From an optimization exercise on the open Yosys and OpenROAD flow, aimed at small area and a short achievable clock period; shortcuts taken in it are not production practice.
At most, simulation tests tie the RTL to the original design; equivalence was not proved.
Power and IR drop assume default switching activity.

## run 1
==> flow/design.v (excerpt) <==
module smul_q31 (
    input  logic        clk,
    input  logic        reset,
    input  logic        go,
    input  logic [31:0] left,
    input  logic [31:0] right,
    output logic [31:0] out,
    output logic        done
);
Size: roughly 1500 cells after synthesis, ~0.016 mm^2 of cells after synthesis.
export LEC_CHECK = 0
export CAP_MARGIN = 20
export CORE_MARGIN = 2
export CORE_UTILIZATION = 45
export SETUP_SLACK_MARGIN = 2.5
export SLEW_MARGIN = 20
export SYNTH_HIERARCHICAL = 1
export SYNTH_MINIMUM_KEEP_SIZE = 0
create_clock -name core_clock -period 8.0 [get_ports {clk}]
standard.sh (not shown) runs the stock make flow with config.mk's settings and CLKGATE_MAP_FILE= SYNTH_SCRIPT=/design/flow/synth_recipe.tcl, a recipe that flattens the netlist after the stock synthesis.
==> flow/flow/run.sh <==
#!/bin/bash
# The standard synthesis and layout, with two changes to how the layout
# is made:
#  - after synthesis, the Booth selector gates (a22oi) are set to their
#    smallest drive strength (the placement's repair steps resize them again
#    where timing needs it);
#  - the input and output ports are buffered with buf_2 cells rather than
#    the flow's default choice;
#  - after global routing, gates off the critical paths are downsized
#    (ORFS's RECOVER_POWER step).
set -euo pipefail
bash standard.sh synth > synth.log 2>&1
R=orfs/results/sky130hd/smul_q31/base
cat > downsize.tcl <<TCL
read_db $R/1_synth.odb
set db [ord::get_db]
set m1 [\$db findMaster sky130_fd_sc_hd__a22oi_1]
set n 0
foreach inst [[ord::get_db_block] getInsts] {
  if {[[\$inst getMaster] getName] eq "sky130_fd_sc_hd__a22oi_2"} {
    \$inst swapMaster \$m1
    incr n
  }
}
puts "downsized \$n a22oi_2 to a22oi_1"
write_db $R/1_synth.odb
TCL
openroad -no_init -exit downsize.tcl > downsize.log 2>&1
export BUFFER_PORTS_ARGS="-buffer_cell sky130_fd_sc_hd__buf_2"
export RECOVER_POWER=100
bash standard.sh > layout.log 2>&1
Run 1 finished all stages; the layout is clean.
The following lists how run 2 was set up differently from run 1:
==> flow/flow/run.sh <==
#!/bin/bash
# The standard synthesis and layout, except that the input and output
# ports are buffered with buf_2 cells rather than the flow's default choice.
set -euo pipefail
bash standard.sh synth > synth.log 2>&1
export BUFFER_PORTS_ARGS="-buffer_cell sky130_fd_sc_hd__buf_2"
bash standard.sh > layout.log 2>&1
==> comparison <==
Higher sequential share of layout area was reported by run 1, not run 2. Run 2 ends up with lower final critical-path share of the clock period than run 1 does. Comparing run 1 and run 2, the lower number of non-clock buffers in the layout is on run 1. Against run 1, run 2 comes in about 22% higher on maximum frequency. In the reports for run 1 and run 2, the smaller worst setup slack after layout belongs to run 1. In run 2 the wire length of the first global-routing pass turned out 2.6% lower than in run 1. Setup slack at placement, run 1 and run 2: smaller value in run 2. Run 2 — number of cells in the design after placement 67 higher, run 1 as reference. Power density over the cells, run 2 vs run 1: down slightly.
Input-level comparison between run 3 and run 2:
- SETUP_SLACK_MARGIN now 3.0, was 2.5
==> flow/run.sh (new file) <==
#!/bin/bash
# synth_recipe.tcl (not shown) runs the flow's synth.tcl, then flattens the netlist and writes it again
# the make line also repeats each setting of config.mk as NAME=value (left out here)
make -C /OpenROAD-flow-scripts/flow DESIGN_CONFIG=/design/flow/config.mk WORK_HOME=/design/flow/orfs CLKGATE_MAP_FILE= SYNTH_SCRIPT=/design/flow/synth_recipe.tcl finish
removed: flow/flow/run.sh
removed: flow/standard.sh
Notes after the runs:
Internal power went up by more than 10% going from run 2 to run 3.
Count of placed standard cells in the final layout, fillers left out up about 6.5% in run 3 wrt run 2
Worst hold-check slack: run 2 and run 3 compared, higher one is run 2
Re cell count after synthesis: no difference whatsoever between run 2 and run 3.
Run 3 vs run 2: first-iteration DRC count up by a few percent
What run 4 does differently from run 3 at the input level:
- a change of SETUP_SLACK_MARGIN from 3.0 to 2.5
==> run notes <==
Against run 3, total power in run 4 fell by a few percent. Post-DP HPWL delta (run 3 -> run 4): insignificant. Run 4 finished every stage and its layout cleared the timing, design-rule and antenna checks. Routed wire in run 4 totals less than in run 3. The lower global-route usage came out of run 4. The routability congestion estimate from global placement in run 4 was higher than what run 3 gave. Taking run 3 as the reference, in run 4 fmax saw a decrease, total placed instance area saw a decrease, slew at the pin with the worst max-slew slack saw a decrease, buffer count excluding the clock tree in the final layout saw a decrease.

* * *

## onyx
smul_q31, a different RTL version from the one above (not shown whole).
Size in the first run: ~1500 cells after synthesis, roughly 100 I/O pins, roughly 0.016 mm^2 of cells after synthesis.
Settings: LEC_CHECK=0, CAP_MARGIN=20, CORE_MARGIN=2, CORE_UTILIZATION=60, SETUP_SLACK_MARGIN=2.8, SLEW_MARGIN=20, SYNTH_HIERARCHICAL=1, SYNTH_MINIMUM_KEEP_SIZE=0; clock period 8.0 ns.
==> flow/flow/run.sh <==
#!/bin/bash
# The standard synthesis and layout, with two changes to how the layout
# is made:
#  - after synthesis, the Booth selector gates (a22oi) are set to their
#    smallest drive strength (the placement's repair steps resize them again
#    where timing needs it);
#  - the input and output ports are buffered with buf_2 cells rather than
#    the flow's default choice.
set -euo pipefail
bash standard.sh synth > synth.log 2>&1
R=orfs/results/sky130hd/smul_q31/base
cat > downsize.tcl <<TCL
read_db $R/1_synth.odb
set db [ord::get_db]
set m1 [\$db findMaster sky130_fd_sc_hd__a22oi_1]
set n 0
foreach inst [[ord::get_db_block] getInsts] {
  if {[[\$inst getMaster] getName] eq "sky130_fd_sc_hd__a22oi_2"} {
    \$inst swapMaster \$m1
    incr n
  }
}
puts "downsized \$n a22oi_2 to a22oi_1"
write_db $R/1_synth.odb
TCL
openroad -no_init -exit downsize.tcl > downsize.log 2>&1
export BUFFER_PORTS_ARGS="-buffer_cell sky130_fd_sc_hd__buf_2"
bash standard.sh > layout.log 2>&1
## Diff of input files: pepper against onyx
# onyx
export LEC_CHECK = 0
export CAP_MARGIN = 20
export CORE_MARGIN = 2
export CORE_UTILIZATION = 60
export SETUP_SLACK_MARGIN = 2.8
export SLEW_MARGIN = 20
export SYNTH_HIERARCHICAL = 1
export SYNTH_MINIMUM_KEEP_SIZE = 0
create_clock -name core_clock -period 8.0 [get_ports {clk}]
# pepper
export LEC_CHECK = 0
export CAP_MARGIN = 20
export CORE_MARGIN = 2
export CORE_UTILIZATION = 45
export SETUP_SLACK_MARGIN = 3.1
export SLEW_MARGIN = 20
export SYNTH_HIERARCHICAL = 1
export SYNTH_MINIMUM_KEEP_SIZE = 0
create_clock -name core_clock -period 8.0 [get_ports {clk}]
- Comparing pepper against onyx, there is no change at all in number of ports placed on the die boundary.
- Delta (pepper minus onyx): ratio of routed vias to standard cells went down by 0.40; width of the die rose 15%; maximum vdd ir drop dropped about 36%; buffers inserted during post-CTS setup optimization grew by 30.
- onyx reports its launching instance or port of the critical path as go while pepper reports right[1].
- pepper: global-route usage lower than onyx
- pepper reports a higher wire length than onyx does.
- Against onyx, pepper comes in 100 ps higher on worst setup slack.
- The via count of pepper is higher than that of onyx.
- Per the comparison of pepper with onyx, combinational power share up 0.6 points, buffer count excluding the clock tree in the final layout +33%.
Input-level comparison between ember and pepper:
# pepper
export LEC_CHECK = 0
export CAP_MARGIN = 20
export CORE_MARGIN = 2
export CORE_UTILIZATION = 45
export SETUP_SLACK_MARGIN = 3.1
export SLEW_MARGIN = 20
export SYNTH_HIERARCHICAL = 1
export SYNTH_MINIMUM_KEEP_SIZE = 0
create_clock -name core_clock -period 8.0 [get_ports {clk}]
# ember
export LEC_CHECK = 0
export CAP_MARGIN = 20
export CORE_MARGIN = 2
export CORE_UTILIZATION = 45
export SETUP_SLACK_MARGIN = 2.8
export SLEW_MARGIN = 20
export SYNTH_HIERARCHICAL = 1
export SYNTH_MINIMUM_KEEP_SIZE = 0
create_clock -name core_clock -period 8.0 [get_ports {clk}]
==> run notes <==
ember completed; timing, DRC and antenna clean
The clock-pin transition on the worst setup and hold timing paths was comparable across ember and pepper.
ember vs pepper, number of buffers outside the clock class in the layout went down by 41.
On critical path depth: between ember and pepper, it ends up higher for pepper.
Changes observed in ember relative to pepper: met3 wire length decreased by about 19% relative to the old numbers, upper clock frequency limit decreased by 2.4% relative to the old numbers, number of non-filler instances in the completed layout decreased by 1.9% relative to the old numbers, routed wire length decreased by 5400 um relative to the old numbers.
No functional check of the RTL was part of any run of this note.

* * *

smul_q31, a different RTL version from the one above (not shown whole).
Size in the first run: about 1,500 cells after synthesis, roughly 16,000 µm² of cells after synthesis.
Design smul_q31, start of the top module:
module smul_q31 (
    input  logic        clk,
    input  logic        reset,
    input  logic        go,
    input  logic [31:0] left,
    input  logic [31:0] right,
    output logic [31:0] out,
    output logic        done
);
  logic d0, d1;               
  logic [39:0] sa, sb;        
  logic sl;                   
  wire xen = go & ~d1;        
  wire cyc2 = d0 & ~d1;       
  wire hold = ~go | d1;       
  wire keep = hold & ~reset;
  wire add2 = cyc2 & ~reset;  
  wire kboth = add2 | hold;
  assign done = d1;
  wire [16:0] bs = cyc2 ? right[31:15] : {right[15:0], 1'b0};
  wire [31:0] x = left & {32{xen}};
  wire [8:0] qlo = {1'b0, sa[7:0]} + {1'b0, sb[7:0]} + {8'd0, sl};
  wire [47:0] ea, eb;
  assign ea[0] = (add2 & sa[8]);
  assign eb[0] = (add2 & sb[8]);
  assign ea[1] = (add2 & sa[9]);
  assign eb[1] = (add2 & sb[9]);
  assign ea[2] = (add2 & sa[10]);
  assign eb[2] = (add2 & sb[10]);
  assign ea[3] = (add2 & sa[11]);
  assign eb[3] = (add2 & sb[11]);
  assign ea[4] = (add2 & sa[12]);
  assign eb[4] = (add2 & sb[12]);
  assign ea[5] = (add2 & sa[13]);
  assign eb[5] = (add2 & sb[13]);
  assign ea[6] = (add2 & sa[14]);
  assign eb[6] = (add2 & sb[14]);
  assign ea[7] = (add2 & sa[15]);
  assign eb[7] = (add2 & sb[15]);
  assign ea[8] = (add2 & sa[16]) | (keep & sa[0]);
  assign eb[8] = (add2 & sb[16]) | (keep & sb[0]);
  assign ea[9] = (add2 & sa[17]) | (keep & sa[1]);
  assign eb[9] = (add2 & sb[17]) | (keep & sb[1]);
  ...
Settings: LEC_CHECK=0, CAP_MARGIN=20, CORE_MARGIN=2, CORE_UTILIZATION=65, PLACE_DENSITY=0.82, SETUP_SLACK_MARGIN=2.8, SLEW_MARGIN=20, SYNTH_HIERARCHICAL=1, SYNTH_MINIMUM_KEEP_SIZE=0; clock period 8.0 ns.
Scripts as last shown in full above: flow/flow/run.sh
The baseline completed without violations.
==> next run, changes <==
Settings changed: CORE_UTILIZATION 65 to 45, PLACE_DENSITY 0.82 to unset.
Effect: Utilization drops by 23 points; synthesized cell count is unchanged; routed wire length climbs by 2.8%; global-route usage drops by 11 points; area after synthesis does not change; total power drops by 1.3%; hold slack is about the same; combinational power drops by about 1%; sequential share of layout area is about the same; clock-buffer cell count drops by 2.
==> next run, changes <==
Settings changed: CORE_UTILIZATION 45 to 60, PLACE_DENSITY set to 0.75, SETUP_SLACK_MARGIN 2.8 to 2.7.
Via count rises by 2.1%.
Clock-buffer cell count climbs by 2.
Critical path depth decreases by 1.
==> next run, changes <==
Settings changed: SETUP_SLACK_MARGIN 2.7 to 2.95.
Outcome: Worst hold slack stays flat; synthesized cell count is unchanged; worst setup slack improves by 0.15 ns; cell count rose by a few percent; power goes up by a few percent.
==> next run, changes <==
Settings changed: SETUP_SLACK_MARGIN 2.95 to 2.8.
What happened: Combinational power drops by a few percent; non-clock buffer count came out lower by 35; first-iteration DRC count falls by a quarter to a third; setup slack got worse by 0.031 ns; area after synthesis stays the same; final cell count falls by a few percent; via count went down by a few percent.

[re-timing with driven ports]
The results above use ideal ports. As a check the final layouts listed here were re-extracted and re-timed, cells and wires unchanged. Step 1: set_driving_cell puts a clkbuf_16 on clk and a buf_2 on each other input, an assumption about the parent block. Step 2 adds t to the input delays and takes it off the output delays; t is the mean of the earliest and latest rising clock arrival at the registers after step 1. Input paths then give back, and output paths get back, about the clock's delay inside the block. a / b / c = ideal ports / drivers / drivers and shift; a / b = the first two.
run	t, ns	slack for setup (ns)	hold slack, ns	worst slew at a driven data input, ns
run 1	0.413	1.388 / 1.419 / 1.006	0.614 / 0.614 / 0.614	0.03
run 2	0.408	2.598 / 2.601 / 2.193	0.673 / 0.673 / 0.673	0.05
run 3	0.410	2.658 / 2.655 / 2.245	0.643 / 0.643 / 0.643	0.07
run 4	0.398	2.488 / 2.510 / 2.113	0.645 / 0.645 / 0.645	0.05
onyx	0.409	2.850 / 2.883 / 2.474	0.604 / 0.604 / 0.604	0.04
pepper	0.401	2.954 / 2.968 / 2.567	0.644 / 0.644 / 0.644	0.06
ember	0.407	2.828 / 2.851 / 2.443	0.513 / 0.513 / 0.513	0.04
the first run of note 3	0.408	2.757 / 2.779 / 2.371	0.493 / 0.493 / 0.493	0.06
the second run of note 3	0.407	2.777 / 2.797 / 2.390	0.492 / 0.492 / 0.492	0.04
the third run of note 3	0.403	2.732 / 2.759 / 2.355	0.537 / 0.537 / 0.537	0.04
the fourth run of note 3	0.400	2.881 / 2.902 / 2.503	0.540 / 0.540 / 0.540	0.07
the fifth run of note 3	0.395	2.851 / 2.863 / 2.468	0.494 / 0.494 / 0.494	0.05
After both steps every run listed still meets setup and hold. For run 3, which loses most, drivers alone change the setup slack by -0.003 ns; drivers and shift together by -0.413 ns.
